Context: an optimization exercise on an open-source flow, tuned for small area. The choices shown serve that exercise and are no tape-out recipe. Only simulation tests tie the RTL to the original design; equivalence was not proved. No activity file was given, so power comes from the tool's default toggle rates.

### design.v
module ALU(
  input  [3:0]  OP,
  input         CIN,
  input  [15:0] A,
  input  [15:0] B,
  input  [15:0] M,
  output [1:0]  flgOut,
  output [15:0] out
  );
wire isAdd  = OP==4'd1;
wire isAddc = OP==4'd2;
wire isSub  = OP==4'd3;
wire isSubc = OP==4'd4;
wire sub    = isSub | isSubc;
wire cin    = isAddc ? CIN : isSub ? 1'b1 : isSubc ? ~CIN : 1'b0;
wire [16:0] sum = {1'b0, A} + {1'b0, B ^ {16{sub}}} + {16'b0, cin};
wire big = |B[15:4];
function [15:0] rev;
  input [15:0] x;
  integer i;
  for (i = 0; i < 16; i = i + 1) rev[i] = x[15 - i];
endfunction
wire right = OP[1];
wire [15:0] shIn = right ? rev(A) : A;
wire [15:0] shl = big ? 16'd0 : (shIn << B[3:0]);
wire [15:0] shr = rev(shl);
reg [15:0] r;
always @(*) begin
  case (OP)
    4'd1, 4'd2, 4'd3, 4'd4: r = sum[15:0];
    4'd5:  r = shl;
    4'd6:  r = shr;
    4'd7:  r = A & B;
    4'd8:  r = A | B;
    4'd9:  r = ~A;
    4'd10: r = A ^ B;
    4'd11: r = M;
    default: r = 16'd0;
  endcase
end
assign out = r;
wire carry = (isAdd | isAddc) & sum[16];
assign flgOut = {carry, ((r == 16'd0) | OP == 4'd11) & ~carry};
endmodule
module cpu(
  CLK,
  rst,
  MEMD,
  MEMRDY,
  addr,
  memDat,
  memWrite,
  halted
  );
input CLK;
input rst;
input [15:0] MEMD;
input MEMRDY;
output [31:0] addr;
output [15:0] memDat;
output memWrite;
output halted;
reg halt;
reg [15:0] os0, os1, os2, os3;  
reg c5, r5;                     
reg [5:0] ab5;                  
reg [15:0] registers[7:0];
reg [15:0] aS0, bS0;            
reg [31:0] abCombined;
reg [15:0] intermediateResult;
reg [15:0] memOut;
reg memW;
reg [7:0] flags;
reg g, s;
reg [31:0] pCtr;
reg [31:0] stackPointer;
reg [1:0] addrMuxSelector;
reg popHi, popLo;               
assign halted = halt;
assign memDat = memOut;
assign memWrite = memW;
assign addr = addrMuxSelector == 2'd0 ? pCtr :
              addrMuxSelector == 2'd1 ? stackPointer : abCombined;
wire [6:0] op1 = os0[15:9];
wire [6:0] op2 = os1[15:9];
wire [6:0] op3 = os2[15:9];
wire [6:0] op4 = os3[15:9];
wire [2:0] aSel2 = os1[8:6];
wire [2:0] bSel2 = os1[5:3];
wire [2:0] cSel3 = os2[2:0];
wire [2:0] aSel4 = os3[8:6];
wire [2:0] bSel4 = os3[5:3];
wire [2:0] cSel4 = os3[2:0];
function blk;
  input [6:0] op;
  blk = (op >= 7'd42 && op <= 7'd45) || (op >= 7'd51 && op <= 7'd54) || op == 7'd60 || op == 7'd61;
endfunction
function isAlu;
  input [6:0] op;
  isAlu = op >= 7'd1 && op <= 7'd10;
endfunction
wire l3 = os2[15];
wire l4 = os3[15];
wire alu3 = isAlu(op3);
wire alu4 = isAlu(op4);
wire st3 = op3 == 7'd61;
wire jn4 = op4 == 7'd54;
wire cl4 = op4 == 7'd44;
wire pipeBlocked = halt || blk(op1) || blk(op2) || op2 == 7'd41 ||
                   blk(op3) || op3 == 7'd41 || blk(op4) || c5 || r5;
wire [2:0] pa = aSel2 | ({3{st3}} & cSel3) | ({3{jn4}} & aSel4) | ({3{c5}} & ab5[5:3]);
wire [2:0] pb = bSel2 | ({3{jn4}} & bSel4) | ({3{c5}} & ab5[2:0]);
wire [15:0] rA = registers[pa];
wire [15:0] rB = registers[pb];
wire [15:0] aluOut;
wire [1:0] aluFlags;
ALU alu(op3[3:0], flags[1], aS0, bS0, MEMD, aluFlags, aluOut);
wire greater = aS0 > bS0;
wire same = aS0 == bS0;
wire [15:0] lit4 = {1'b0, l3 ? os2[14:0] : os3[14:0]};
wire fw3 = op3 == 7'd40 || op3 == 7'd63 || alu3;
wire [15:0] x3 = l3 ? lit4 : alu3 ? aluOut : op3 == 7'd63 ? {8'd0, flags} : stackPointer[15:0];
wire [15:0] x4 = l4 ? lit4 : intermediateResult;
wire aHit3 = (l3 && aSel2 == 3'd7) || (fw3 && cSel3 == aSel2);
wire aHit4 = (l4 && aSel2 == 3'd7) || (alu4 && cSel4 == aSel2);
wire bHit3 = (l3 && bSel2 == 3'd7) || (fw3 && cSel3 == bSel2);
wire bHit4 = (l4 && bSel2 == 3'd7) || (alu4 && cSel4 == bSel2);
wire [15:0] aNext = aHit3 ? x3 : aHit4 ? x4 : rA;
wire [15:0] bNext = bHit3 ? x3 : bHit4 ? x4 : rB;
wire sHit4 = (l4 && cSel3 == 3'd7) || (alu4 && cSel4 == cSel3);
wire [15:0] storeVal = sHit4 ? x4 : (op4 == 7'd41 && cSel4 == cSel3) ? stackPointer[15:0] : rA;
wire popW = op4 == 7'd43;
wire weHi = alu4 || l4 || op4 == 7'd40 || op4 == 7'd60 || (popW && popHi);
wire weLo = alu4 || l4 || op4 == 7'd40 || op4 == 7'd60 || op4 == 7'd63 || (popW && popLo);
wire [2:0] wSel = l4 ? 3'd7 : cSel4;
reg [15:0] wData;
always @(*) begin
  if (alu4 || l4 || popW) wData = x4;
  else if (op4 == 7'd40) wData = stackPointer[15:0];
  else if (op4 == 7'd60) wData = MEMD;
  else wData = {8'd0, flags};
end
wire spInc = op4 == 7'd43 || op4 == 7'd45 || op3 == 7'd45;
wire spDec = cl4 || op3 == 7'd44 || op2 == 7'd42;
reg [31:0] spStep;
reg spCarry;
integer si;
always @(*) begin
  spCarry = 1'b1;
  for (si = 0; si < 32; si = si + 1) begin
    spStep[si] = stackPointer[si] ^ spCarry;
    spCarry = spCarry & (stackPointer[si] ^ ~spInc);
  end
end
integer ri;
always @(posedge CLK) begin
  for (ri = 0; ri < 8; ri = ri + 1) begin
    if (rst || (weHi && wSel == ri)) registers[ri][15:8] <= rst ? 8'd0 : wData[15:8];
    if (rst || (weLo && wSel == ri)) registers[ri][7:0] <= rst ? 8'd0 : wData[7:0];
  end
end
always @(posedge CLK) begin
  aS0 <= aNext;
  bS0 <= bNext;
  intermediateResult <= aluOut;
  if (!halt && op3 != 7'd53) abCombined <= {aS0, bS0};
  if (!halt) begin
    if (st3) memOut <= storeVal;
    else if (op3 == 7'd44) memOut <= pCtr[31:16];
    else if (cl4) memOut <= pCtr[15:0];
    else if (op3 == 7'd62) memOut <= abCombined[31:16];
    else memOut <= aS0;
  end
  if (op3 == 7'd43) begin
    popHi <= !((l4 && cSel3 == 3'd7) || (op4 == 7'd40 && cSel4 == cSel3));
    popLo <= !((l4 && cSel3 == 3'd7) || ((op4 == 7'd40 || op4 == 7'd63) && cSel4 == cSel3));
  end
  ab5 <= os3[8:3];
end
always @(posedge CLK) begin
  if (rst) begin
    halt <= 1'b0;
    os0 <= 16'd0; os1 <= 16'd0; os2 <= 16'd0; os3 <= 16'd0;
    c5 <= 1'b0; r5 <= 1'b0;
    memW <= 1'b0;
    flags <= 8'd0;
    g <= 1'b0; s <= 1'b0;
    pCtr <= 32'd0;
    stackPointer <= 32'd0;
    addrMuxSelector <= 2'd0;
  end else begin
    if (op4 == 7'd59) begin
      halt <= 1'b1;
      os0 <= 16'd0; os1 <= 16'd0; os2 <= 16'd0; os3 <= 16'd0;
      c5 <= 1'b0; r5 <= 1'b0;
    end else begin
      os0 <= pipeBlocked ? 16'd0 : MEMD;
      os1 <= os0; os2 <= os1; os3 <= os2;
      c5 <= cl4; r5 <= op4 == 7'd45;
    end
    if (op3 == 7'd42 || op3 == 7'd44 || st3) memW <= 1'b1;
    else if (op4 == 7'd42 || op4 == 7'd61 || c5) memW <= 1'b0;
    if (alu4) flags <= {6'd0, aluFlags};
    else if (op4 == 7'd50) flags[7:5] <= {g, ~(g | s), s};
    else if (op4 == 7'd62) flags <= memOut[7:0];
    if (op3 == 7'd50) begin
      g <= greater;
      s <= same;
    end
    if (c5 || (jn4 && flags[3])) pCtr <= {rA, rB};
    else if (op4 == 7'd51 || (op4 == 7'd52 && s) || (op4 == 7'd53 && g)) pCtr <= abCombined;
    else if (op4 == 7'd45) pCtr[31:16] <= MEMD;
    else if (op3 == 7'd45) pCtr[15:0] <= MEMD;
    else if (!pipeBlocked) pCtr <= pCtr + 32'd1;
    if (op4 == 7'd41) stackPointer <= abCombined;
    else if (spInc || spDec) stackPointer <= spStep;
    if (c5 || r5 || op4 == 7'd42 || op4 == 7'd43 || op4 == 7'd60 || op4 == 7'd61) addrMuxSelector <= 2'd0;
    else if (op3 == 7'd60 || op3 == 7'd61 || op2 == 7'd60 || op2 == 7'd61) addrMuxSelector <= 2'd2;
    else if (op2 >= 7'd42 && op2 <= 7'd45) addrMuxSelector <= 2'd1;
  end
end
endmodule
### flow/run.sh
#!/bin/bash
# Layout flow for this design: the standard layout (standard.sh) with
#  - synthesis as standard.sh runs it, except that ABC maps the logic with
#    flow/abc.script (delay-optimal mapping with extra area recovery, without
#    the gate upsizing and buffering of ORFS's speed script; the resizer
#    buffers and sizes after placement). Registers are mapped before ABC
#    runs, so they are the standard synthesis's, with the same names and cells.
#  - buf_1 port buffers,
#  - a clock tree of clkbuf_8 clusters of at most 12 sinks, without dummy loads.
# Each tool's output goes to synth.log and layout.log in this folder; ORFS's
# per-step logs are under orfs/logs.
set -euo pipefail
here=$(pwd)
mkdir -p synth_scripts
for f in "$FLOW_HOME"/scripts/*; do ln -s "$f" synth_scripts/; done
rm synth_scripts/abc_speed.script
cp flow/abc.script synth_scripts/abc_speed.script
SCRIPTS_DIR=$here/synth_scripts bash standard.sh synth > synth.log 2>&1
export BUFFER_PORTS_ARGS="-buffer_cell sky130_fd_sc_hd__buf_1"
export CTS_ARGS="-sink_clustering_enable -repair_clock_nets -dont_use_dummy_load -buf_list sky130_fd_sc_hd__clkbuf_8 -sink_clustering_size 12 -sink_clustering_max_diameter 60"
bash standard.sh > layout.log 2>&1
### flow/abc.script
&get -n
&st
&dch
&nf -F 10 -A 4
&put
topo
### standard.sh
#!/bin/bash
# synth_recipe.tcl (not shown) runs the flow's synth.tcl, then flattens the netlist and writes it again
# the make line also repeats each setting of config.mk as NAME=value (left out here)
make -C /OpenROAD-flow-scripts/flow DESIGN_CONFIG=/design/flow/config.mk WORK_HOME=/design/flow/orfs CLKGATE_MAP_FILE= SYNTH_SCRIPT=/design/flow/synth_recipe.tcl "${@:-finish}"
### config.mk
export PLATFORM = sky130hd
export DESIGN_NAME = cpu
export DESIGN_NICKNAME = cpu
export VERILOG_FILES = /design/flow/design.v
export SDC_FILE = /design/flow/constraint.sdc
export NUM_CORES = 4
export LEC_CHECK = 0
export CAP_MARGIN = 20
export CORE_MARGIN = 2
export CORE_UTILIZATION = 55
export SLEW_MARGIN = 20
### constraint.sdc
create_clock -name core_clock -period 7.0 [get_ports {CLK}]
set_input_delay 1.4000 -clock core_clock [delete_from_list [all_inputs] [get_ports {CLK}]]
set_output_delay 1.4000 -clock core_clock [all_outputs]
set_load 0.01 [all_outputs]
==> results.cfg, run 1 <==
[setup_path]
path_buf_inv = 1
cp_slowest_cell = dfxtp_1
critPathMaxStageDelay_ns = 0.61
start_kind = flip-flop
crit_chain = nand2b_1 > nor2_1 > a31oi_2 > buf_4 > xnor2_1 > fa_1 > fa_1 > a221o_1 > a21o_1 > a21oi_1 > nor2_1 > a211oi_1 > xor2_1 > o221ai_1 > a31o_1 > o41ai_1 > a31oi_1 > nor3_1
endpoint_kind = flip-flop
critPathRequiredTime_ns = 7.52
worst-setup-path-type = reg -> reg
worstPathArrival_ns = 5.85
cp_max_fo = 18
crit_family = compound AO/OA/AOI/OAI gates

[floorplan]
chipWidth_um = 201.9
boundaryPins = 69
dieArea_mm2 = 0.04075
core_area_mm2 = 0.03865
initial_core_util_pct = 55.71
rows = 72
die_y_um = 201.9

[timing]
final.setup.tns_ns = 0
finalCritPeriodShare_pct = 76.06
worst_pin_slew_ns = 1.204
clock_skew_ns = 0.1081
period_minus_slack_ns = 5.324
max_freq_mhz = 187.8
rsz0062_at_grt = false
setup_viol = 0
hold_viol_final = 0
slew_headroom_pct = 18.92
holdWs_ns = 0.3743
drv_slew = 0

[yosys]
yosys.area.top_type = edfxtp_1
synth_compound_area_share_pct = 24.84
synth_nets = 2459
synth.area.top_cells = edfxtp_1 (25%), dfxtp_1 (18%), a21oi_1 (7.3%)
synth_top_family_by_area = compound AO/OA/AOI/OAI gates
netlist_area_mm2 = 0.02153
syn_inst = 2374
yosys.area_share.adder_pct = 3.905
synthXorXnorAreaFrac_pct = 4.637
synth_mux_area_share_pct = 5.032
synth_edf_count = 178
async_flop_share_pct = 0
avgSynthCellArea_um2 = 9.070
seq_area_frac_synth_pct = 43.23
synth_seq_cells = 376
synthSimpleGateAreaFrac_pct = 17.47
synth.top_cell.area_share_pct = 24.82
ys_types = 62
synthFlopType = dfxtp_1
ys_warn_count = 3

[clock_tree]
cts-buffers-inserted = 40
cts_sinks = 376
clock_latency_ns = 0.65
cts_tree = yes
hold_buffers = 0
cts_max_path_buffers = 3
cts_post_setup_buffers_inserted = 0
path_clk_slew_ns = 0.08
root_buffer = clkbuf_8
h-tree-depth = 2
cts-resized-gates = 0

[grt]
grt_pass1_vias = 19460
grt_max_degree = 57
grt_antenna_before_repair = 7
track_usage_pct = 43.65
grt-ovfl-total = 0
grt_pass1_wl_um = 131500

[placed_design]
gp_congestion = 1.023
place_hpwl_um = 64430
place_inst = 3033
portBuffers = 67

[route]
drc = 0
post_drt_wl_per_cell_um = 29.44
viasPerCell = 6.980
dr.pass1.iters = 12
ant_nets = 0
drt_wl_total_um = 90510
vias = 21460
drt_iter0_drc = 3779

[cells_and_area]
area.sequential_mm2 = 0.009310
nNetsFinal = 2642
fin_cells = 3074
areaGrowthSynthToFinish_pct = 10.01
drive_above_1_share_pct = 5.793
multi_input_area_mm2 = 0.01217
fillers = 3377

[hold_path]
hold_class = reg -> reg

[power_and_ir_drop]
power.density_mw_per_mm2 = 215.5
peakVddDrop_mv = 0.1614
fin_total_pwr_uw = 5104
p_leak_uw = 0.008693

[run_status]
outcome = no timing/DRC/antenna violations

[run]
maxCapViolations = 0
[worst paths after layout]
kind | depth (start not counted) | startpoint | slack [ns] | to
worst max-delay path | 18 | os2[12] | 1.68 | flags[0]
worst min register to register | 0 | os3[4] | 0.37 | ab5[1]
worst min-delay path | 0 | os3[4] | 0.37 | ab5[1]
worst max register to register | 18 | os2[12] | 1.68 | flags[0]
[cells in the final DEF, fill, tap and decap left out, types with 9 or more instances in the layout]
master	instances
a21oi_1	310
nor2_1	268
nand2_1	205
o21ai_0	205
dfxtp_1	197
edfxtp_1	178
a22oi_1	110
mux2i_1	79
xnor2_1	77
buf_4	74
and2_0	70
buf_1	66
ha_1	64
nor3_1	60
nand3_1	59
clkinv_1	51
clkbuf_8	40
xor2_1	37
a211oi_1	36
a222oi_1	35
a221oi_1	30
nor2b_1	25
nand4_1	22
nand2b_1	20
a21o_1	18
a22o_1	18
mux2_1	14
or3_1	14
nor4_1	13
a31oi_1	11
a31o_1	10
o211ai_1	9
[metal layers]
metal / track usage (%) / wire (µm)
met5: 0 / 37
met1: 59.71 / 34520
met3: 10.53 / 12460
met2: 63.32 / 37150
met4: 24.76 / 6339
[layout make-up]
| class | count | area share (%) |
|---|---|---|
| Sequential cell | 376 | 39.30 |
| Clock buffer | 40 | 2.324 |
| Antenna cell | 1 | 0.01056 |
| Timing Repair Buffer | 141 | 3.423 |
| Tap cell | 518 | 2.736 |
| Multi-Input combinational cell | 1947 | 51.39 |
| Inverter | 51 | 0.8082 |
[cell families (layout without fill, tap and decap cells)]
kind of cell	Yosys count	in the layout
other	0	1
adder cells (fa/ha/maj)	66	66
flip-flops	376	376
multiplexers	99	99
XOR/XNOR	114	114
AO/OA/AOI/OAI	859	859
AND/OR/NAND/NOR	809	809
buffers and inverters	51	232
[where the power goes]
part	total, µW	switching, µW	internal (µW)
Combinational	1120	738	379
Sequential	2720	245	2480
Clock	1260	754	509
[metrics by stage]
stage / area (µm²) / utilization [%] / worst slack [ns]
final: 23690 / 61.29 / 1.676
after global routing: 23690 / 61.29 / 1.359
after CTS: 23660 / 61.22 / 1.788
after floorplan: 21530 / - / 0.8266
after global placement: 23110 / 59.80 / 1.847
after detailed placement: 23110 / 59.80 / 1.804
[synth_stat cells, types with 20 or more instances]
library cell  instances
a221oi_1             31
nand2b_1             20
dfxtp_1             198
edfxtp_1            178
a222oi_1             35
nand3_1              59
xor2_1               37
nor3_1               66
clkinv_1             51
nand2_1             207
and2_0               70
xnor2_1              77
a22oi_1             110
mux2i_1              79
o21ai_0             208
nor2b_1              26
nand4_1              22
nor2_1              270
a21oi_1             313
ha_1                 64
a211oi_1             38
[worst reg2reg max path, cell delays in order (launching register included)]
cell and delay [ns]:
dfxtp_1 0.61, nand2b_1 0.27, nor2_1 0.08, a31oi_2 0.17, buf_4 0.33, xnor2_1 0.14
fa_1 0.44, fa_1 0.44, a221o_1 0.39, a21o_1 0.23, a21oi_1 0.25, nor2_1 0.08
a211oi_1 0.38, xor2_1 0.23, o221ai_1 0.13, a31o_1 0.35, o41ai_1 0.40, a31oi_1 0.13
nor3_1 0.20
[registers in the layout, summed over array words and instances (netlist names), 2 cells and up]
name	count
abCombined	32
os1	16
os2	16
bS0	16
ab5	6
os0	16
stackPointer	32
pCtr	32
addrMuxSelector	2
intermediateResult	16
aS0	16
registers	128
os3	16
memOut	16
flags	8
==> run 2, diff against run 1 <==
--- a/design.v
+++ b/design.v
@@ -123,10 +123,9 @@
 wire [15:0] x4 = l4 ? lit4 : intermediateResult;
-wire aHit3 = (l3 && aSel2 == 3'd7) || (fw3 && cSel3 == aSel2);
-wire aHit4 = (l4 && aSel2 == 3'd7) || (alu4 && cSel4 == aSel2);
+wire aHit3 = (l3 && pa == 3'd7) || (fw3 && cSel3 == pa);
+wire aHit4 = (l4 && pa == 3'd7) || (alu4 && cSel4 == pa);
+wire aLsr = st3 && op4 == 7'd41 && cSel4 == pa;
 wire bHit3 = (l3 && bSel2 == 3'd7) || (fw3 && cSel3 == bSel2);
 wire bHit4 = (l4 && bSel2 == 3'd7) || (alu4 && cSel4 == bSel2);
-wire [15:0] aNext = aHit3 ? x3 : aHit4 ? x4 : rA;
+wire [15:0] aNext = aHit3 ? x3 : aHit4 ? x4 : aLsr ? stackPointer[15:0] : rA;
 wire [15:0] bNext = bHit3 ? x3 : bHit4 ? x4 : rB;
-wire sHit4 = (l4 && cSel3 == 3'd7) || (alu4 && cSel4 == cSel3);
-wire [15:0] storeVal = sHit4 ? x4 : (op4 == 7'd41 && cSel4 == cSel3) ? stackPointer[15:0] : rA;
 wire popW = op4 == 7'd43;
@@ -167,3 +166,3 @@
   if (!halt) begin
-    if (st3) memOut <= storeVal;
+    if (st3) memOut <= aNext;
     else if (op3 == 7'd44) memOut <= pCtr[31:16];
==> run 2 against run 1 <==
Synthesized cell count is 0.29% lower. Cell count decreased by 0.29%. Die area down 0.40%. Highest routed layer unchanged.
==> results.cfg, run 2 <==
[yosys]
synth.top_cell.area_share_pct = 24.93
synthFlopType = dfxtp_1
synth_top_family_by_area = compound AO/OA/AOI/OAI gates
netlist_area_mm2 = 0.02144
synthTopCellsByCount = a21oi_1 (295), nor2_1 (275), nand2_1 (234)
seq_area_frac_synth_pct = 43.41
yosys.area_share.adder_pct = 3.921
synth_seq_cells = 376
ys_warn_count = 3
yosys.area.top_type = edfxtp_1
synth_nets = 2452
synth.area.top_cells = edfxtp_1 (25%), dfxtp_1 (18%), a21oi_1 (6.9%)
avgSynthCellArea_um2 = 9.060
syn_inst = 2367
ys_types = 62
synth_mux_area_share_pct = 4.189
synth_most_common_cell = a21oi_1
async_flop_share_pct = 0
synth_edf_count = 178
synthXorXnorAreaFrac_pct = 4.656
synthSimpleGateAreaFrac_pct = 17.61
synth_compound_area_share_pct = 25.01

[run]
maxCapViolations = 0

[timing]
hold_viol_final = 0
clock_skew_ns = 0.07488
worst_pin_slew_ns = 1.192
finalCritPeriodShare_pct = 85.55
drv_slew = 0
setup_viol = 0
rsz0062_at_grt = false
final.setup.tns_ns = 0
period_minus_slack_ns = 5.989
max_freq_mhz = 167.0
slew_headroom_pct = 19.72

[route]
drt_iter0_drc = 3503
drt_wl_total_um = 90780
ant_nets = 0
vias = 21560
post_drt_wl_per_cell_um = 29.62
viasPerCell = 7.033
dr.pass1.iters = 7
drc = 0

[cells_and_area]
final_common_cell = a21oi_1
area.sequential_mm2 = 0.009310
final_cell_mix = a21oi_1 (294), nor2_1 (272), nand2_1 (233)
top_register = registers
fin_util_pct = 61.06
fillers = 3445
areaGrowthSynthToFinish_pct = 9.790
multi_input_area_mm2 = 0.01200
nNetsFinal = 2628
largest_reg_flops = 128
drive_above_1_share_pct = 5.746

[clock_tree]
cts_max_path_buffers = 3
cts_sinks = 376
path_clk_slew_ns = 0.08
cts_post_setup_buffers_inserted = 0
cts-buffers-inserted = 41
cts-resized-gates = 0
cts_tree = yes
h-tree-depth = 2
root_buffer = clkbuf_8
hold_buffers = 0
clock_latency_ns = 0.65

[power_and_ir_drop]
p_leak_uw = 0.008654
power.density_mw_per_mm2 = 219.5
peakVddDrop_mv = 0.1956
fin_total_pwr_uw = 5169

[grt]
grtUsageMet2_pct = 62.81
grt_antenna_before_repair = 10
grt_pass1_wl_um = 131700
grt_pass1_vias = 19660
grt_busiest_layer = met2
use_met1_pct = 59.06
track_usage_pct = 44.18
grt_max_degree = 66
grtUsageMet3_pct = 11.52
grt-ovfl-total = 0

[floorplan]
boundaryPins = 69
initial_core_util_pct = 55.62
die_y_um = 201.5
core_area_mm2 = 0.03856
chipWidth_um = 201.5
dieArea_mm2 = 0.04059
rows = 72

[setup_path]
critPathRequiredTime_ns = 7.49
start_kind = flip-flop
worst-setup-path-type = reg -> reg
cp_slowest_cell = nor3_2
worstPathArrival_ns = 6.48
endpoint_kind = flip-flop
critPathMaxStageDelay_ns = 0.71
cp_max_fo = 8
crit_chain = or3b_1 > nor3_2 > o21ai_0 > mux2i_1 > nand4_1 > nor4_1 > nand4_1 > or3b_1 > nor3_1 > nand3_1 > nor4_1 > xnor2_1 > a21o_1 > a21oi_1
path_buf_inv = 0
crit_family = simple AND/OR/NAND/NOR gates

[hold_path]
hold_class = reg -> reg

[placed_design]
gp_congestion = 1.013
portBuffers = 67
place_hpwl_um = 64770

[run_status]
outcome = no timing/DRC/antenna violations
run 2: cells by family after synthesis:
group                    after synthesis
AND/OR/NAND/NOR                      820
adder cells (fa/ha/maj)               66
XOR/XNOR                             114
multiplexers                          70
AO/OA/AOI/OAI                        852
buffers and inverters                 69
flip-flops                           376
run 2: path summary, 6_finish.rpt:
| path | cells past startpoint | endpoint | start | slack, ns |
|---|---|---|---|---|
| hold reg to reg | 0 | ab5[5] | os3[8] | 0.36 |
| setup reg to reg | 14 | stackPointer[31] | os2[14] | 1.01 |
| setup / recovery | 14 | stackPointer[31] | os2[14] | 1.01 |
| hold / removal | 0 | ab5[5] | os3[8] | 0.36 |
run 2: where the power goes:
part	internal, µW	switching (µW)	leakage (µW)
sequential	2480	263	0.00351
clock	521	766	0.000295
combinational	390	750	0.00485
total	3390	1780	0.00865
run 2: area by class of cell:
cell class,count,area share [%]
tap,518,2.753
timing repair buffer,133,3.189
multi-input combinational,1922,50.95
inverter,69,1.100
sequential,376,39.54
clock buffer,41,2.397
antenna,6,0.06377
run 2: metrics by stage:
step                setup slack, ns  instance area (µm²)  cells  hold WS, ns
floorplan                    0.3711                21440   2367       0.3501
global route                 0.6343                23530   3060       0.3680
detailed placement            1.194                22950   3018       0.3609
finish                        1.011                23540   3065       0.3626
CTS                           1.188                23510   3059       0.3584
global placement              1.321                22950   3018       0.3614
run 2: per-layer routing:
layer | up-vias | part of all wire (%) | routed length, µm
met2 | 1703 | 41 | 37000
met5 | - | 0.0077 | 7
met1 | 10170 | 37 | 33850
li1 | 9364 | - | -
met3 | 319 | 14 | 12750
met4 | 2 | 7.9 | 7167
==> run 3, diff against run 2 <==
--- a/design.v
+++ b/design.v
@@ -7,3 +7,4 @@
   output [1:0]  flgOut,
-  output [15:0] out
+  output [15:0] out,
+  output [15:0] P
   );
@@ -15,3 +16,5 @@
 wire cin    = isAddc ? CIN : isSub ? 1'b1 : isSubc ? ~CIN : 1'b0;
-wire [16:0] sum = {1'b0, A} + {1'b0, B ^ {16{sub}}} + {16'b0, cin};
+wire [15:0] bx = B ^ {16{sub}};
+assign P = A ^ bx;
+wire [16:0] sum = {1'b0, A} + {1'b0, bx} + {16'b0, cin};
 wire big = |B[15:4];
@@ -26,2 +29,7 @@
 wire [15:0] shr = rev(shl);
+wire [3:0] tt = OP == 4'd7 ? 4'b1000 : OP == 4'd8 ? 4'b1110 : OP == 4'd9 ? 4'b0011 : 4'b0110;
+reg [15:0] lg;
+integer li;
+always @(*)
+  for (li = 0; li < 16; li = li + 1) lg[li] = tt[{A[li], B[li]}];
 reg [15:0] r;
@@ -32,6 +40,3 @@
     4'd6:  r = shr;
-    4'd7:  r = A & B;
-    4'd8:  r = A | B;
-    4'd9:  r = ~A;
-    4'd10: r = A ^ B;
+    4'd7, 4'd8, 4'd9, 4'd10: r = lg;
     4'd11: r = M;
@@ -69,3 +74,2 @@
 reg [31:0] abCombined;
-reg [15:0] intermediateResult;
 reg [15:0] memOut;
@@ -116,5 +120,12 @@
 wire [1:0] aluFlags;
-ALU alu(op3[3:0], flags[1], aS0, bS0, MEMD, aluFlags, aluOut);
-wire greater = aS0 > bS0;
-wire same = aS0 == bS0;
+wire [15:0] aluP;
+ALU alu(op3[3:0], flags[1], aS0, bS0, MEMD, aluFlags, aluOut, aluP);
+wire same = ~|aluP;
+reg greater;
+integer gi;
+always @(*) begin
+  greater = 1'b0;
+  for (gi = 0; gi < 16; gi = gi + 1)
+    greater = aluP[gi] ? aS0[gi] : greater;
+end
 wire [15:0] lit4 = {1'b0, l3 ? os2[14:0] : os3[14:0]};
@@ -122,3 +133,3 @@
 wire [15:0] x3 = l3 ? lit4 : alu3 ? aluOut : op3 == 7'd63 ? {8'd0, flags} : stackPointer[15:0];
-wire [15:0] x4 = l4 ? lit4 : intermediateResult;
+wire [15:0] x4 = l4 ? lit4 : memOut;
 wire aHit3 = (l3 && pa == 3'd7) || (fw3 && cSel3 == pa);
@@ -163,3 +174,2 @@
   bS0 <= bNext;
-  intermediateResult <= aluOut;
   if (!halt && op3 != 7'd53) abCombined <= {aS0, bS0};
@@ -170,3 +180,4 @@
     else if (op3 == 7'd62) memOut <= abCombined[31:16];
-    else memOut <= aS0;
+    else if (op3 == 7'd42) memOut <= aS0;
+    else memOut <= aluOut;
   end
==> run 3 against run 2 <==
Still clean. Largest power group unchanged. Synthesized cell count decreased by 2.7%. Sequential share of layout area hardly changed. Clock power fell by 6%. Combinational power is 8% lower. Routed wire length is 2.4% lower.
==> results.cfg, run 3 <==
[route]
drt_iter0_drc = 3294
drc = 0
drt_wl_total_um = 88640
vias = 21360
ant_nets = 0
viasPerCell = 7.220
dr.pass1.iters = 9
post_drt_wl_per_cell_um = 29.96

[yosys]
synth_compound_area_share_pct = 25.82
synth_most_common_cell = nand2_1
netlist_area_mm2 = 0.02068
yosys.area_share.adder_pct = 1.282
synthFlopType = dfxtp_1
seq_area_frac_synth_pct = 43.46
synth_edf_count = 178
synth_seq_cells = 360
synth_top_family_by_area = compound AO/OA/AOI/OAI gates
synth.area.top_cells = edfxtp_1 (26%), dfxtp_1 (18%), a21oi_1 (6.2%)
synthXorXnorAreaFrac_pct = 4.743
async_flop_share_pct = 0
synth.top_cell.area_share_pct = 25.84
ys_types = 67
avgSynthCellArea_um2 = 8.977
syn_inst = 2304
synth_mux_area_share_pct = 4.676
yosys.area.top_type = edfxtp_1
ys_warn_count = 3
synthTopCellsByCount = nand2_1 (292), a21oi_1 (255), nor2_1 (244)
synthSimpleGateAreaFrac_pct = 19.61
synth_nets = 2343

[setup_path]
critPathMaxStageDelay_ns = 0.72
cp_max_fo = 12
crit_family = simple AND/OR/NAND/NOR gates
cp_slowest_cell = or4_1
crit_chain = or3b_1 > nor3_2 > buf_4 > o21ai_0 > mux2i_1 > nand4_1 > or4_1 > nor4_1 > buf_4 > and4b_1 > and3_1 > nand3_1 > nor4_1 > xnor2_1 > a21o_1 > a21oi_1
endpoint_kind = flip-flop
start_kind = flip-flop
path_buf_inv = 2
worstPathArrival_ns = 6.52
worst-setup-path-type = reg -> reg
critPathRequiredTime_ns = 7.49

[cells_and_area]
finish.instance_area_mm2 = 0.02273
fillers = 3341
drive_above_1_share_pct = 6.008
final_cell_mix = nand2_1 (291), a21oi_1 (255), nor2_1 (237)
areaGrowthSynthToFinish_pct = 9.915
top_register = registers
largest_reg_flops = 128
final_common_cell = nand2_1
nNetsFinal = 2521

[floorplan]
chipWidth_um = 197.9
die_y_um = 197.9
initial_core_util_pct = 55.44
rows = 71
dieArea_mm2 = 0.03917
boundaryPins = 69
core_area_mm2 = 0.03731

[hold_path]
hold_class = reg -> reg

[timing]
drv_slew = 0
clock_skew_ns = 0.06427
rsz0062_at_grt = false
max_freq_mhz = 165.9
setup_viol = 0
period_minus_slack_ns = 6.027
finalCritPeriodShare_pct = 86.09
worst_pin_slew_ns = 1.295
slew_headroom_pct = 12.75
final.setup.tns_ns = 0
hold_viol_final = 0

[clock_tree]
path_clk_slew_ns = 0.08
cts-buffers-inserted = 38
h-tree-depth = 2
cts_sinks = 360
hold_buffers = 0
cts-resized-gates = 0
cts_max_path_buffers = 3
root_buffer = clkbuf_8
cts_tree = yes
clock_latency_ns = 0.64
cts_post_setup_buffers_inserted = 0

[run]
maxCapViolations = 0

[placed_design]
post_dp_cell_area_mm2 = 0.02218
portBuffers = 67
gp_congestion = 1.026
place_hpwl_um = 62350

[grt]
grt_pass1_vias = 19190
grt_pass1_wl_um = 128100
grt_max_degree = 66
grt_antenna_before_repair = 8
grt-ovfl-total = 0
track_usage_pct = 45.12

[power_and_ir_drop]
power.density_mw_per_mm2 = 215.0
p_leak_uw = 0.008171
peakVddDrop_mv = 0.1894
fin_total_pwr_uw = 4888

[run_status]
outcome = no timing/DRC/antenna violations
[run 3: per-layer routing]
layer  routed length (µm)  share of wire (%)  up-vias  GRT usage, %
met2                36930                 42     1634         64.88
li1                     -                  -     9233             -
met4                 6632                7.5        6         28.21
met1                32100                 36    10090         58.50
met5                   32              0.036        -             0
met3                12950                 15      402         14.97
[run 3: logic make-up (layout without fill, tap and decap cells)]
group	after synthesis	count (layout)
adders and majority gates	20	20
muxes	83	83
other	0	5
AOI/OAI and AO/OA	831	831
DFF	360	360
and+or+nand+nor	875	875
xor gates and xnor gates	112	112
buffers and inverters	23	199
[run 3: final cells by class]
type | count | area [µm²] | share of cell area (%)
tap | 474 | 593.1 | 2.609
multi-input combinational | 1921 | 11740 | 51.65
sequential | 360 | 8990 | 39.54
antenna | 5 | 12.51 | 0.05504
timing repair buffer | 138 | 788.3 | 3.467
inverter | 23 | 86.33 | 0.3797
clock buffer | 38 | 523.0 | 2.300
[run 3: power breakdown]
group          leakage, µW  switching [µW]  internal, µW
Sequential         0.00339             267          2360
Clock             0.000273             725           485
Combinational      0.00451             675           372
[run 3: worst paths after layout]
kind,from,to,slack [ns],cells past startpoint
worst max-delay path,os2[13],stackPointer[31],0.97,16
worst min-delay path,os3[3],ab5[0],0.37,0
worst max register to register,os2[13],stackPointer[31],0.97,16
worst min register to register,os3[3],ab5[0],0.37,0
[run 3: metrics by stage]
step | hold WS, ns | util, % | setup WS [ns] | std cells
5_1_grt | 0.3792 | 60.90 | 0.5940 | 2954
6_report | 0.3728 | 60.93 | 0.9734 | 2959
3_3_place_gp | 0.3684 | 59.43 | 1.255 | 2916
2_1_floorplan | 0.3501 | - | 1.092 | 2304
3_5_place_dp | 0.3791 | 59.46 | 1.130 | 2916
4_1_cts | 0.3719 | 60.86 | 1.146 | 2954
==> run 4, diff against run 3 <==
--- a/design.v
+++ b/design.v
@@ -134,9 +134,10 @@
 wire [15:0] x4 = l4 ? lit4 : memOut;
-wire aHit3 = (l3 && pa == 3'd7) || (fw3 && cSel3 == pa);
-wire aHit4 = (l4 && pa == 3'd7) || (alu4 && cSel4 == pa);
-wire aLsr = st3 && op4 == 7'd41 && cSel4 == pa;
+wire aHit3 = (l3 && aSel2 == 3'd7) || (fw3 && cSel3 == aSel2);
+wire aHit4 = (l4 && aSel2 == 3'd7) || (alu4 && cSel4 == aSel2);
 wire bHit3 = (l3 && bSel2 == 3'd7) || (fw3 && cSel3 == bSel2);
 wire bHit4 = (l4 && bSel2 == 3'd7) || (alu4 && cSel4 == bSel2);
-wire [15:0] aNext = aHit3 ? x3 : aHit4 ? x4 : aLsr ? stackPointer[15:0] : rA;
+wire [15:0] aNext = aHit3 ? x3 : aHit4 ? x4 : rA;
 wire [15:0] bNext = bHit3 ? x3 : bHit4 ? x4 : rB;
+wire sHit4 = (l4 && cSel3 == 3'd7) || (alu4 && cSel4 == cSel3);
+wire [15:0] storeVal = sHit4 ? x4 : (op4 == 7'd41 && cSel4 == cSel3) ? stackPointer[15:0] : rA;
 wire popW = op4 == 7'd43;
@@ -176,3 +177,3 @@
   if (!halt) begin
-    if (st3) memOut <= aNext;
+    if (st3) memOut <= storeVal;
     else if (op3 == 7'd44) memOut <= pCtr[31:16];
==> run 4 against run 3 <==
Highest routed layer unchanged. Global-route usage grew 0.45 points. Critical path depth is the same. Core utilization grew 0.25 points. Via count shrank 1.0%.
==> results.cfg, run 4 <==
[run_status]
outcome = no timing/DRC/antenna violations

[floorplan]
dieArea_mm2 = 0.03928
die_y_um = 198.2
chipWidth_um = 198.2
rows = 71
boundaryPins = 69
core_area_mm2 = 0.03740
initial_core_util_pct = 55.46

[timing]
holdWs_ns = 0.3553
max_freq_mhz = 170.8
drv_slew = 0
clock_skew_ns = 0.05822
worst_pin_slew_ns = 1.280
hold_viol_final = 0
setup_viol = 0
final.setup.tns_ns = 0
finalCritPeriodShare_pct = 83.64
slew_headroom_pct = 14.24
rsz0062_at_grt = false
period_minus_slack_ns = 5.855

[hold_path]
min_to = ab5[1]
hold_class = reg -> reg
hold_depth = 0
min-delay-start = os3[4]

[power_and_ir_drop]
intPower_uw = 3250
p_sw_uw = 1749
peakVddDrop_mv = 0.1855
power.density_mw_per_mm2 = 218.5
p_leak_uw = 0.008439
p_clk_share_pct = 25.2
p_seq_share_pct = 52.6
switching_share_pct = 34.99
pwr-share-comb_pct = 22.2

[clock_tree]
cts_max_path_buffers = 3
cts-buffers-inserted = 40
cts_sinks = 360
cts_post_setup_buffers_inserted = 0
h-tree-depth = 2
clock_latency_ns = 0.64
cts-resized-gates = 0
cts_tree = yes
hold_buffers = 0
root_buffer = clkbuf_8
path_clk_slew_ns = 0.09

[yosys]
yosys.area.top_type = edfxtp_1
synth_nets = 2332
synth_edf_count = 178
ys_types = 63
synthFlopType = dfxtp_1
netlist_area_mm2 = 0.02074
seq_area_frac_synth_pct = 43.33
ys_warn_count = 3
synth_seq_cells = 360
syn_inst = 2293
synth.area.top_cells = edfxtp_1 (26%), dfxtp_1 (18%), a21oi_1 (6.9%)
synthTopCellsByCount = a21oi_1 (288), nand2_1 (241), nor2_1 (221)
async_flop_share_pct = 0
synth.top_cell.area_share_pct = 25.77
synth_most_common_cell = a21oi_1
avgSynthCellArea_um2 = 9.046

[placed_design]
place_inst = 2943
gp_congestion = 1.034
portBuffers = 67
place_hpwl_um = 64090

[setup_path]
start_kind = flip-flop
r2r-end = stackPointer[31]
rrSetupSlack_ns = 1.14
rr_worst_depth = 16
critPathRequiredTime_ns = 7.47
cp_max_fo = 13
endpoint_kind = flip-flop
worstPathArrival_ns = 6.33
worst-setup-path-type = reg -> reg
r2r-start = os2[12]

[cells_and_area]
drive_above_1_share_pct = 5.866
nNetsFinal = 2513
final_common_cell = a21oi_1
top_register = registers
fin_cells = 2987
areaGrowthSynthToFinish_pct = 10.31
largest_reg_flops = 128
final_cell_mix = a21oi_1 (287), nand2_1 (241), nor2_1 (219)

[route]
viasPerCell = 7.079
drc = 0
vias = 21150
drt_wl_total_um = 89900
drt_iter0_drc = 3149
post_drt_wl_per_cell_um = 30.10
dr.pass1.iters = 10
ant_nets = 0

[grt]
grt_max_degree = 68
grt_pass1_vias = 19100
track_usage_pct = 45.57
grt_antenna_before_repair = 10
grt-ovfl-total = 0
grt_pass1_wl_um = 129400

[run]
maxCapViolations = 0
## run 4: area by class of cell
type                       instances  area [µm²]
multi-input combinational       1904       11790
timing repair buffer             139       795.8
tap                              511       639.4
antenna                            4       10.01
sequential                       360        8991
inverter                          29       108.9
fill                            3293       14520
clock buffer                      40       550.5
## run 4: layer usage
| metal | global-route usage, % | wire length, µm | vias up |
|---|---|---|---|
| met1 | 61.61 | 34120 | 10000 |
| met4 | 30.21 | 6969 | 2 |
| met2 | 64.11 | 36410 | 1558 |
| li1 | - | - | 9254 |
| met5 | 0 | 14 | - |
| met3 | 11.82 | 12380 | 329 |
## run 4: worst max path at each step
stage                 start               end  slack (ns)  cells past startpoint
finish              os2[12]  stackPointer[31]        1.14                     16
global placement    os2[12]  stackPointer[31]        1.40                     16
floorplan           os2[15]  stackPointer[31]        1.01                     14
detailed placement  os2[12]  stackPointer[31]        1.33                     16
CTS                 os2[12]  stackPointer[31]        1.28                     16
global route        os2[12]  stackPointer[31]        0.70                     16
## run 4: through the flow
step                      utilization [%]  setup slack (ns)  total power (µW)  instance area (µm²)
after floorplan                         -             1.009              3194                20740
after global placement              59.67             1.402              3685                22320
after detailed placement            59.67             1.329              3701                22320
after CTS                           61.14             1.282              4916                22870
after global routing                61.15            0.6970              5121                22870
final                               61.18             1.145              5000                22880
## run 4: power groups by stage
stage | logic (µW) | registers, µW | clock network, µW
detailed placement | 1050 | 2650 | 0
finish | 1110 | 2630 | 1260
global placement | 1040 | 2640 | 0
CTS | 1060 | 2600 | 1260
floorplan | 650 | 2540 | 0
global route | 1170 | 2620 | 1320
## run 4: critical path, cell delays in order, from the launching register on
cell and delay (ns):
dfxtp_1 0.63, nand2_1 0.30, nor3_1 0.36, buf_4 0.24, o21ai_0 0.15, mux2i_1 0.42, nand4_1 0.29, nor4_1 0.78
nand4_1 0.28, or4b_1 0.69, nor4_1 0.31, buf_4 0.18, nand3_1 0.26, nor4_1 0.44, xor2_1 0.10, o21ai_0 0.16
a21oi_1 0.09
## run 4: logic make-up (layout without fill, tap and decap cells)
family / count (synthesis) / after routing / share of synthesized area, %
simple gates: 793 / 793 / 17.88
buf+inv: 29 / 208 / 0.5248
flops: 360 / 360 / 43.33
other cells: 0 / 4 / 0
compound gates: 883 / 883 / 27.29
mux: 95 / 95 / 4.922
fa+ha+maj: 20 / 20 / 1.279
xor+xnor: 113 / 113 / 4.771
==> run 5, diff against run 4 <==
--- a/config.mk
+++ b/config.mk
@@ -7,5 +7,6 @@
 export LEC_CHECK = 0
-export CAP_MARGIN = 20
+export CAP_MARGIN = 5
 export CORE_MARGIN = 2
 export CORE_UTILIZATION = 55
-export SLEW_MARGIN = 20
+export GPL_TIMING_DRIVEN = 0
+export SLEW_MARGIN = 5
==> run 5 against run 4 <==
Critical path depth grew 2. Via count shrank 0.16%. Sequential power rose by 3%. Sequential cell count unchanged. Hold slack gained 0.0093 ns. Setup slack lost 0.92 ns. Clock-buffer cell count decreased by 2. Clock skew is 0.014 ns higher. Core utilization rose by 0.11 points. Register-to-register slack worse by 0.92 ns. Power is 0.93% lower. Largest power group unchanged.
==> results.cfg, run 5 <==
[timing]
finalCritPeriodShare_pct = 96.85
period_minus_slack_ns = 6.779
clock_skew_ns = 0.07236
max_freq_mhz = 147.5
setup_viol = 0
rsz0062_at_grt = false
hold_viol_final = 0
holdWs_ns = 0.3646
slew_headroom_pct = 11.40
drv_slew = 0
worst_pin_slew_ns = 1.324

[floorplan]
boundaryPins = 69
chipWidth_um = 198.2
dieArea_mm2 = 0.03928
rows = 71
initial_core_util_pct = 55.46
core_area_mm2 = 0.03740
die_y_um = 198.2

[yosys]
synthXorXnorAreaFrac_pct = 4.771
synth_top_family_by_area = compound AO/OA/AOI/OAI gates
synth_most_common_cell = a21oi_1
seq_area_frac_synth_pct = 43.33
synth_edf_count = 178
synth.top_cell.area_share_pct = 25.77
async_flop_share_pct = 0
synthFlopType = dfxtp_1
synthSimpleGateAreaFrac_pct = 17.88
synth_compound_area_share_pct = 27.29
yosys.area_share.adder_pct = 1.279
netlist_area_mm2 = 0.02074
synth_seq_cells = 360
synthTopCellsByCount = a21oi_1 (288), nand2_1 (241), nor2_1 (221)
synth_nets = 2332
ys_warn_count = 3
syn_inst = 2293
synth.area.top_cells = edfxtp_1 (26%), dfxtp_1 (18%), a21oi_1 (6.9%)
synth_mux_area_share_pct = 4.922
yosys.area.top_type = edfxtp_1
avgSynthCellArea_um2 = 9.046
ys_types = 63

[route]
drt_wl_total_um = 88660
post_drt_wl_per_cell_um = 30.04
vias = 21110
ant_nets = 0
dr.pass1.iters = 12
drt_iter0_drc = 3318
drc = 0
viasPerCell = 7.152

[cells_and_area]
final_common_cell = a21oi_1
final_cell_mix = a21oi_1 (286), nand2_1 (240), nor2_1 (214)
drive_above_1_share_pct = 5.211
fin_cells = 2952
fin_util_pct = 61.29
finish.instance_area_mm2 = 0.02292
areaGrowthSynthToFinish_pct = 10.51
nNetsFinal = 2478
top_register = registers
largest_reg_flops = 128

[clock_tree]
h-tree-depth = 2
cts_sinks = 360
cts-resized-gates = 4
hold_buffers = 0
cts_post_setup_buffers_inserted = 0
cts_max_path_buffers = 3
path_clk_slew_ns = 0.08
cts_tree = yes
root_buffer = clkbuf_8
cts-buffers-inserted = 38
clock_latency_ns = 0.65

[grt]
grt_pass1_wl_um = 128000
grt_max_degree = 50
track_usage_pct = 44.90
grt-ovfl-total = 0
grt_pass1_vias = 18990
grt_antenna_before_repair = 3

[hold_path]
hold_depth = 0
min_to = ab5[5]
hold_class = reg -> reg
min-delay-start = os3[8]

[setup_path]
cp_slowest_cell = dfxtp_2
r2r-start = os2[10]
crit_family = compound AO/OA/AOI/OAI gates
worst-setup-path-type = reg -> reg
r2r-end = flags[0]
critPathMaxStageDelay_ns = 0.95
cp_max_fo = 33
endpoint_kind = flip-flop
rrSetupSlack_ns = 0.22
path_buf_inv = 0
crit_chain = nor2_1 > a22oi_2 > xnor2_1 > fa_1 > fa_1 > nand3_1 > nand2_1 > a21o_1 > a21o_1 > xor2_1 > a211oi_1 > o21ai_0 > nor4_1 > nand4_1 > nor4_1 > a41o_1 > a31oi_1 > nor3_1
start_kind = flip-flop
critPathRequiredTime_ns = 7.57
worstPathArrival_ns = 7.35
rr_worst_depth = 18

[power_and_ir_drop]
p_seq_share_pct = 54.5
power.density_mw_per_mm2 = 216.1
intPower_uw = 3217
peakVddDrop_mv = 0.2302
p_clk_share_pct = 24.6
p_sw_uw = 1736
pwr-share-comb_pct = 20.9
p_leak_uw = 0.008356
switching_share_pct = 35.04
fin_total_pwr_uw = 4953

[placed_design]
post_dp_cell_area_mm2 = 0.02234
portBuffers = 67
place_hpwl_um = 65300
place_inst = 2909
gp_congestion = 0.9921

[run]
maxCapViolations = 0

[run_status]
outcome = no timing/DRC/antenna violations
## run 5: logic make-up (layout without fill, tap and decap cells)
family | count (synthesis) | in the layout
adders and majority gates | 20 | 20
DFF | 360 | 360
other | 0 | 4
buffers and inverters | 29 | 173
AOI/OAI and AO/OA | 883 | 883
muxes | 95 | 95
and+or+nand+nor | 793 | 793
xor gates and xnor gates | 113 | 113
## run 5: power groups by stage
stage | Clock (µW) | Sequential, µW | Combinational (µW)
6_report | 1220 | 2700 | 1030
3_3_place_gp | 0 | 2710 | 955
2_1_floorplan | 0 | 2540 | 650
4_1_cts | 1210 | 2670 | 994
3_5_place_dp | 0 | 2720 | 988
5_1_grt | 1290 | 2690 | 1100
## run 5: worst reg2reg max path: stages (launching register included)
cell and delay [ns]:
dfxtp_2 0.95, nor2_1 0.29, a22oi_2 0.74, xnor2_1 0.27, fa_1 0.52, fa_1 0.43, nand3_1 0.09, nand2_1 0.14
a21o_1 0.21, a21o_1 0.18, xor2_1 0.18, a211oi_1 0.28, o21ai_0 0.36, nor4_1 0.45, nand4_1 0.25, nor4_1 0.71
a41o_1 0.37, a31oi_1 0.12, nor3_1 0.18
## run 5: per-layer routing
layer  part of all wire [%]  global-route usage (%)  vias to the layer above
met5                      0                       0                        -
met4                    7.2                   28.71                        0
met3                     14                   12.14                      298
met2                     41                   64.02                     1613
met1                     38                   60.08                    10020
li1                       -                       -                     9186
## run 5: per-stage QoR
| stage | setup TNS, ns | setup slack [ns] |
|---|---|---|
| 2_1_floorplan | 0 | 1.009 |
| 3_3_place_gp | -271.14 | -2.409 |
| 3_5_place_dp | -4.024 | -0.7351 |
| 4_1_cts | 0 | 0.2098 |
| 5_1_grt | 0 | 0.02719 |
| 6_report | 0 | 0.2208 |
## run 5: worst max-delay path by stage
stage,start,to,slack [ns],cells after the start
floorplan,os2[15],stackPointer[31],1.01,14
global placement,os3[15],pCtr[4],-2.41,9
detailed placement,os2[10],stackPointer[31],-0.74,14
CTS,os2[15],stackPointer[31],0.21,15
global route,os2[10],flags[0],0.03,18
finish,os2[10],flags[0],0.22,18
## run 5: area by class of cell
cell class | count | area [µm²]
Tap cell | 511 | 639.4
Inverter | 29 | 108.9
Sequential cell | 360 | 8994
Multi-Input combinational cell | 1904 | 11880
Fill cell | 3301 | 14480
Antenna cell | 4 | 10.01
Timing Repair Buffer | 106 | 770.7
Clock buffer | 38 | 523.0
==> run 6, diff against run 5 <==
--- a/design.v
+++ b/design.v
@@ -81,3 +81,2 @@
 reg [1:0] addrMuxSelector;
-reg popHi, popLo;               
 assign halted = halt;
@@ -134,10 +133,13 @@
 wire [15:0] x4 = l4 ? lit4 : memOut;
-wire aHit3 = (l3 && aSel2 == 3'd7) || (fw3 && cSel3 == aSel2);
-wire aHit4 = (l4 && aSel2 == 3'd7) || (alu4 && cSel4 == aSel2);
+wire aHit3 = (l3 && pa == 3'd7) || (fw3 && cSel3 == pa);
+wire aHit4 = (l4 && pa == 3'd7) || (alu4 && cSel4 == pa);
+wire aLsr = st3 && op4 == 7'd41 && cSel4 == pa;
 wire bHit3 = (l3 && bSel2 == 3'd7) || (fw3 && cSel3 == bSel2);
 wire bHit4 = (l4 && bSel2 == 3'd7) || (alu4 && cSel4 == bSel2);
-wire [15:0] aNext = aHit3 ? x3 : aHit4 ? x4 : rA;
+wire [15:0] aNext = aHit3 ? x3 : aHit4 ? x4 : aLsr ? stackPointer[15:0] : rA;
 wire [15:0] bNext = bHit3 ? x3 : bHit4 ? x4 : rB;
-wire sHit4 = (l4 && cSel3 == 3'd7) || (alu4 && cSel4 == cSel3);
-wire [15:0] storeVal = sHit4 ? x4 : (op4 == 7'd41 && cSel4 == cSel3) ? stackPointer[15:0] : rA;
+wire popHiN = !((l4 && cSel3 == 3'd7) || (op4 == 7'd40 && cSel4 == cSel3));
+wire popLoN = !((l4 && cSel3 == 3'd7) || ((op4 == 7'd40 || op4 == 7'd63) && cSel4 == cSel3));
+wire popHi = os3[4];
+wire popLo = os3[3];
 wire popW = op4 == 7'd43;
@@ -177,3 +179,3 @@
   if (!halt) begin
-    if (st3) memOut <= storeVal;
+    if (st3) memOut <= aNext;
     else if (op3 == 7'd44) memOut <= pCtr[31:16];
@@ -183,6 +185,2 @@
     else memOut <= aluOut;
-  end
-  if (op3 == 7'd43) begin
-    popHi <= !((l4 && cSel3 == 3'd7) || (op4 == 7'd40 && cSel4 == cSel3));
-    popLo <= !((l4 && cSel3 == 3'd7) || ((op4 == 7'd40 || op4 == 7'd63) && cSel4 == cSel3));
   end
@@ -209,2 +207,3 @@
       os1 <= os0; os2 <= os1; os3 <= os2;
+      if (op3 == 7'd43) os3[4:3] <= {popHiN, popLoN};
       c5 <= cl4; r5 <= op4 == 7'd45;
--- a/config.mk
+++ b/config.mk
@@ -7,6 +7,5 @@
 export LEC_CHECK = 0
-export CAP_MARGIN = 5
+export CAP_MARGIN = 20
 export CORE_MARGIN = 2
 export CORE_UTILIZATION = 55
-export GPL_TIMING_DRIVEN = 0
-export SLEW_MARGIN = 5
+export SLEW_MARGIN = 20
==> run 6 against run 5 <==
Synthesized area shrank 0.60%. Clock power about the same. Global-route usage grew 0.46 points. Routed wire length barely moved. Clock skew increased by 0.0020 ns. Largest power group unchanged.
==> results.cfg, run 6 <==
[hold_path]
min-delay-start = os3[8]
hold_depth = 0
hold_class = reg -> reg
min_to = ab5[5]

[clock_tree]
clock_latency_ns = 0.66
cts-resized-gates = 0
cts_tree = yes
hold_buffers = 0
path_clk_slew_ns = 0.08
root_buffer = clkbuf_8
h-tree-depth = 2
cts_max_path_buffers = 3
cts_sinks = 358
cts_post_setup_buffers_inserted = 0
cts-buffers-inserted = 39

[cells_and_area]
fillers = 3281
final_cell_mix = nand2_1 (283), a21oi_1 (281), nor2_1 (258)
fin_util_pct = 61.74
final_common_cell = nand2_1
top_register = registers
nNetsFinal = 2550
drive_above_1_share_pct = 6.218
areaGrowthSynthToFinish_pct = 10.16
largest_reg_flops = 128

[power_and_ir_drop]
p_leak_uw = 0.008297
power.density_mw_per_mm2 = 220.1
peakVddDrop_mv = 0.1996

[yosys]
avgSynthCellArea_um2 = 8.880
synth.area.top_cells = edfxtp_1 (26%), dfxtp_1 (18%), a21oi_1 (6.8%)
ys_types = 66
netlist_area_mm2 = 0.02062
synthXorXnorAreaFrac_pct = 5.012
async_flop_share_pct = 0
yosys.area_share.adder_pct = 1.286
synth_compound_area_share_pct = 26.45
synth_edf_count = 176
synth_most_common_cell = nand2_1
seq_area_frac_synth_pct = 43.30
synth_nets = 2361
synthSimpleGateAreaFrac_pct = 19.50
synth_mux_area_share_pct = 3.932
ys_warn_count = 3
syn_inst = 2322
synth_seq_cells = 358
yosys.area.top_type = edfxtp_1
synth.top_cell.area_share_pct = 25.63
synthFlopType = dfxtp_1
synth_top_family_by_area = compound AO/OA/AOI/OAI gates
synthTopCellsByCount = nand2_1 (284), a21oi_1 (281), nor2_1 (262)

[setup_path]
worstPathArrival_ns = 6.83
worst-setup-path-type = reg -> reg
r2r-end = stackPointer[31]
crit_family = simple AND/OR/NAND/NOR gates
start_kind = flip-flop
critPathRequiredTime_ns = 7.45
path_buf_inv = 1
rr_worst_depth = 15
critPathMaxStageDelay_ns = 0.96
endpoint_kind = flip-flop
cp_max_fo = 8
cp_slowest_cell = o22ai_1
crit_chain = or3b_1 > o22ai_1 > nor2_1 > xnor2_1 > nor4b_1 > nand3b_1 > or4b_1 > or4b_1 > nor4_1 > buf_4 > nand3_1 > nor4_1 > xor2_1 > o21ai_0 > a21oi_1
rrSetupSlack_ns = 0.62
r2r-start = os2[14]

[route]
drc = 0
met2_wirelength_um = 35740
wl_met3_um = 12440
dr.pass1.iters = 7
drt_wl_total_um = 88580
post_drt_wl_per_cell_um = 29.74
m1WireLength_um = 33390
vias = 21430
top_layer = met4
drt_iter0_drc = 3413
viasPerCell = 7.193
ant_nets = 0

[timing]
final.setup.tns_ns = 0
period_minus_slack_ns = 6.379
slew_headroom_pct = 18.59
setup_viol = 0
max_freq_mhz = 156.8
finalCritPeriodShare_pct = 91.14
holdWs_ns = 0.3811
rsz0062_at_grt = false
setup_ws_ns = 0.6206
clock_skew_ns = 0.07434
hold_viol_final = 0
drv_slew = 0
worst_pin_slew_ns = 1.221

[grt]
grt_max_degree = 66
grt_antenna_before_repair = 4
grt_pass1_vias = 19530
track_usage_pct = 45.36
grt-ovfl-total = 0
grt_pass1_wl_um = 129600

[placed_design]
place_hpwl_um = 62610
pre_cts_ws_ns = 0.9363
portBuffers = 67
gp_congestion = 1.011

[floorplan]
rows = 70
core_area_mm2 = 0.03679
initial_core_util_pct = 56.05
dieArea_mm2 = 0.03905
die_y_um = 197.6
chipWidth_um = 197.6
boundaryPins = 69

[run_status]
outcome = no timing/DRC/antenna violations

[run]
maxCapViolations = 0
-- run 6: final cells by class --
| class | instances | area (µm²) | area share (%) |
|---|---|---|---|
| multi-input cells | 1936 | 11690 | 51.47 |
| diodes | 2 | 5.005 | 0.02203 |
| well taps | 468 | 585.6 | 2.578 |
| flip-flops and latches | 358 | 8930 | 39.32 |
| clock buffers | 39 | 536.8 | 2.363 |
| inverters | 28 | 105.1 | 0.4627 |
| repair buffers | 148 | 860.8 | 3.790 |
-- run 6: worst register-to-register path, cell delays in order, from the launching register on --
cell	delay, ns
dfxtp_1	0.49
or3b_1	0.53
o22ai_1	0.97
nor2_1	0.24
xnor2_1	0.23
nor4b_1	0.67
nand3b_1	0.27
or4b_1	0.64
or4b_1	0.63
nor4_1	0.32
buf_4	0.18
nand3_1	0.24
nor4_1	0.41
xor2_1	0.11
o21ai_0	0.16
a21oi_1	0.09
-- run 6: kinds of logic after synthesis --
family                   Yosys count
XOR/XNOR                         118
flip-flops                       358
AND/OR/NAND/NOR                  872
buffers and inverters             28
multiplexers                      66
AO/OA/AOI/OAI                    860
adder cells (fa/ha/maj)           20
-- run 6: through the flow --
step	cell area [µm²]	total power (µW)	instances
after global placement	22160	3703	2938
after CTS	22690	4913	2977
after floorplan	20620	3205	2322
after global routing	22710	5134	2977
final	22710	4999	2979
after detailed placement	22160	3725	2938
-- run 6: worst max-delay path by stage --
stage                            end  cells after the start  startpoint
global route        stackPointer[31]                     15     os2[14]
finish              stackPointer[31]                     15     os2[14]
detailed placement  stackPointer[31]                     15     os2[14]
global placement    stackPointer[31]                     15     os2[14]
CTS                 stackPointer[31]                     15     os2[14]
floorplan           stackPointer[31]                     14     os2[10]
-- run 6: where the power goes --
| group | internal (µW) | switching [µW] | total [µW] |
|---|---|---|---|
| sequential | 2360 | 278 | 2630 |
| clock | 496 | 743 | 1240 |
| combinational | 386 | 738 | 1120 |
-- run 6: per-layer routing --
metal	vias up	global-route usage, %
met5	-	0
met4	0	31.80
li1	9293	-
met3	334	10.43
met2	1662	63.43
met1	10140	61.96
==> run 7, diff against run 6 <==
--- a/design.v
+++ b/design.v
@@ -27,3 +27,3 @@
 wire [15:0] shIn = right ? rev(A) : A;
-wire [15:0] shl = big ? 16'd0 : (shIn << B[3:0]);
+wire [15:0] shl = shIn << B[3:0];
 wire [15:0] shr = rev(shl);
@@ -34,13 +34,9 @@
   for (li = 0; li < 16; li = li + 1) lg[li] = tt[{A[li], B[li]}];
-reg [15:0] r;
-always @(*) begin
-  case (OP)
-    4'd1, 4'd2, 4'd3, 4'd4: r = sum[15:0];
-    4'd5:  r = shl;
-    4'd6:  r = shr;
-    4'd7, 4'd8, 4'd9, 4'd10: r = lg;
-    4'd11: r = M;
-    default: r = 16'd0;
-  endcase
-end
+wire selSum = OP >= 4'd1 && OP <= 4'd4;
+wire selShl = OP == 4'd5 && !big;
+wire selShr = OP == 4'd6 && !big;
+wire selLg  = OP >= 4'd7 && OP <= 4'd10;
+wire selM   = OP == 4'd11;
+wire [15:0] r = ({16{selSum}} & sum[15:0]) | ({16{selShl}} & shl) | ({16{selShr}} & shr) |
+                ({16{selLg}} & lg) | ({16{selM}} & M);
 assign out = r;
==> run 7 against run 6 <==
Still clean. Die area hardly changed. Global-route usage is 0.56 points higher. Clock-buffer cell count stayed put. Sequential share of layout area is 0.087 points lower. Final area is 0.24% higher. Maximum frequency is 9.7% higher. Sequential cell count stayed put. First-iteration DRC count is 13% higher. Via count is 1.7% higher. Critical endpoint is now memOut[15]. Largest power group unchanged.
==> results.cfg, run 7 <==
[run_status]
outcome = no timing/DRC/antenna violations

[setup_path]
crit_cells = 19
worstPathArrival_ns = 6.31
worst-setup-path-type = reg -> reg
start_kind = flip-flop
endpoint_kind = flip-flop
crit_family = compound AO/OA/AOI/OAI gates
r2r-start = os2[9]
rr_worst_depth = 19
cp_slowest_cell = o21ai_0
path_buf_inv = 0
crit_chain = or2_0 > a21oi_1 > o21ai_4 > xnor2_1 > fa_1 > nand3_1 > nand2_1 > a221oi_1 > nor2_1 > o21ai_0 > nand2b_1 > a21oi_1 > xor2_1 > o21ai_0 > nor2_1 > a211oi_1 > nor2_1 > a21oi_1 > a221o_1
r2r-end = memOut[15]
cp_max_fo = 16
rrSetupSlack_ns = 1.18
critPathMaxStageDelay_ns = 0.73
endpoint = memOut[15]
critPathRequiredTime_ns = 7.49
crit_start = os2[9]

[route]
post_drt_wl_per_cell_um = 30.51
drt_iter0_drc = 3842
ant_nets = 0
drt_wl_total_um = 90610
viasPerCell = 7.336
drc = 0
dr.pass1.iters = 10
vias = 21790

[yosys]
seq_area_frac_synth_pct = 43.33
syn_inst = 2304
ys_warn_count = 3
synth_seq_cells = 358
synth.top_cell.area_share_pct = 25.65
synth_nets = 2343
synth.area.top_cells = edfxtp_1 (26%), dfxtp_1 (18%), a21oi_1 (7.2%)
synth_most_common_cell = a21oi_1
avgSynthCellArea_um2 = 8.944
synthTopCellsByCount = a21oi_1 (295), nor2_1 (294), nand2_1 (230)
ys_types = 60
netlist_area_mm2 = 0.02061
yosys.area.top_type = edfxtp_1
synthFlopType = dfxtp_1
async_flop_share_pct = 0
synth_edf_count = 176

[floorplan]
initial_core_util_pct = 56.02
rows = 70
dieArea_mm2 = 0.03903
chipWidth_um = 197.6
boundaryPins = 69
core_area_mm2 = 0.03679
die_y_um = 197.6

[grt]
grt-ovfl-total = 0
grt_pass1_vias = 19230
grt_antenna_before_repair = 11
grt_max_degree = 60
track_usage_pct = 45.92
grt_pass1_wl_um = 130200

[clock_tree]
cts-resized-gates = 0
cts_sinks = 358
cts_max_path_buffers = 3
h-tree-depth = 2
path_clk_slew_ns = 0.09
cts_post_setup_buffers_inserted = 0
cts-buffers-inserted = 39
clock_latency_ns = 0.64
hold_buffers = 0
root_buffer = clkbuf_8
cts_tree = yes

[timing]
period_minus_slack_ns = 5.818
worst_pin_slew_ns = 1.170
finalCritPeriodShare_pct = 83.11
hold_viol_final = 0
final.setup.tns_ns = 0
max_freq_mhz = 171.9
setup_viol = 0
rsz0062_at_grt = false
drv_slew = 0
slew_headroom_pct = 22.00
clock_skew_ns = 0.08066

[placed_design]
place_hpwl_um = 63120
gp_congestion = 1.042
post_dp_cell_area_mm2 = 0.02218
portBuffers = 67

[power_and_ir_drop]
p_seq_share_pct = 52.5
pwr-share-comb_pct = 22.8
peakVddDrop_mv = 0.2155
power.density_mw_per_mm2 = 219.3
intPower_uw = 3267
switching_share_pct = 34.57
p_clk_share_pct = 24.7
p_sw_uw = 1727
p_leak_uw = 0.008507

[cells_and_area]
drive_above_1_share_pct = 6.544
nNetsFinal = 2532
area.sequential_mm2 = 0.008931
multi_input_area_mm2 = 0.01174
finish.instance_area_mm2 = 0.02277
top_register = registers
final_cell_mix = a21oi_1 (292), nor2_1 (290), nand2_1 (229)
largest_reg_flops = 128
areaGrowthSynthToFinish_pct = 10.48
final_common_cell = a21oi_1
fillers = 3241

[hold_path]
hold_depth = 0
hold_class = reg -> reg
min-delay-start = os3[6]

[run]
maxCapViolations = 0
-- run 7: power by group through the flow --
stage | combinational (µW) | clock (µW) | sequential, µW
final | 1140 | 1230 | 2620
after global routing | 1210 | 1290 | 2620
after CTS | 1100 | 1220 | 2600
after detailed placement | 1090 | 0 | 2640
after global placement | 1080 | 0 | 2640
after floorplan | 686 | 0 | 2550
-- run 7: cells by family (layout without fill, tap and decap cells) --
kind of cell               count (synthesis)  count (layout)  synth area share (%)
xor gates and xnor gates                 112             112                 4.760
and+or+nand+nor                          861             861                 19.17
buffers and inverters                     22             209                0.4007
AOI/OAI and AO/OA                        837             837                 25.41
DFF                                      358             358                 43.33
muxes                                     94              94                 5.641
other                                      0              11                     0
adders and majority gates                 20              20                 1.287
-- run 7: through the flow --
stage / setup slack (ns) / utilization [%] / power (µW) / instances / hold WS [ns]
6_report: 1.182 / 61.89 / 4994 / 2970 / 0.3963
5_1_grt: 0.8421 / 61.84 / 5129 / 2963 / 0.4010
4_1_cts: 1.323 / 61.76 / 4919 / 2959 / 0.3927
3_5_place_dp: 1.355 / 60.30 / 3733 / 2920 / 0.3805
3_3_place_gp: 1.490 / 60.27 / 3718 / 2919 / 0.3745
2_1_floorplan: 0.9486 / - / 3239 / 2304 / 0.3516
-- run 7: layout make-up --
cell class / count / share of cell area, %
timing repair buffer: 148 / 3.809
sequential: 358 / 39.23
multi-input combinational: 1924 / 51.55
tap: 468 / 2.572
clock buffer: 39 / 2.358
antenna: 11 / 0.1209
inverter: 22 / 0.3627
-- run 7: worst min-delay path by stage --
stage,to,slack (ns)
floorplan,ab5[5],0.35
global placement,ab5[3],0.37
detailed placement,ab5[4],0.38
CTS,ab5[3],0.39
global route,ab5[3],0.40
finish,ab5[3],0.40
-- run 7: per-layer routing --
metal  wire [µm]  track usage, %  vias to the layer above
li1            -               -                     9243
met2       36930           64.07                     1915
met3       14130           14.91                      359
met5          26           2.682                        -
met1       33640           62.36                    10270
met4        5881           25.76                        4

-- port drivers added, routing unchanged --
How much do the figures lean on ideal ports? The routed layouts below were timed once more, with nothing changed but the port constraints.
Step 1 sets driving cells, clkbuf_16 on the clock port and buf_2 on the other inputs (assumed; they add their load-dependent delay and slew).
Step 2 also shifts input and output timing later by t, the mid clock arrival at the registers, as if the neighbouring blocks saw the same clock.
Slacks: ideal / step 1 / step 2; pairs: ideal / step 1.
| run | shift t [ns] | setup WS [ns] | hold slack, ns | clock arrival spread, ns |
|---|---|---|---|---|
| run 1 | 0.649 | 1.676 / 1.676 / 1.676 | 0.374 / 0.374 / 0.374 | 0.110 / 0.110 |
| run 2 | 0.665 | 1.011 / 1.011 / 1.011 | 0.363 / 0.363 / 0.363 | 0.075 / 0.075 |
| run 3 | 0.662 | 0.973 / 0.973 / 0.973 | 0.373 / 0.373 / 0.373 | 0.067 / 0.067 |
| run 4 | 0.667 | 1.145 / 1.145 / 1.145 | 0.355 / 0.355 / 0.355 | 0.059 / 0.058 |
| run 5 | 0.666 | 0.221 / 0.221 / 0.221 | 0.365 / 0.365 / 0.365 | 0.073 / 0.073 |
| run 6 | 0.674 | 0.621 / 0.621 / 0.621 | 0.381 / 0.381 / 0.381 | 0.074 / 0.074 |
| run 7 | 0.652 | 1.182 / 1.182 / 1.182 | 0.396 / 0.396 / 0.396 | 0.081 / 0.081 |
After both steps setup and hold are still met in every run listed.
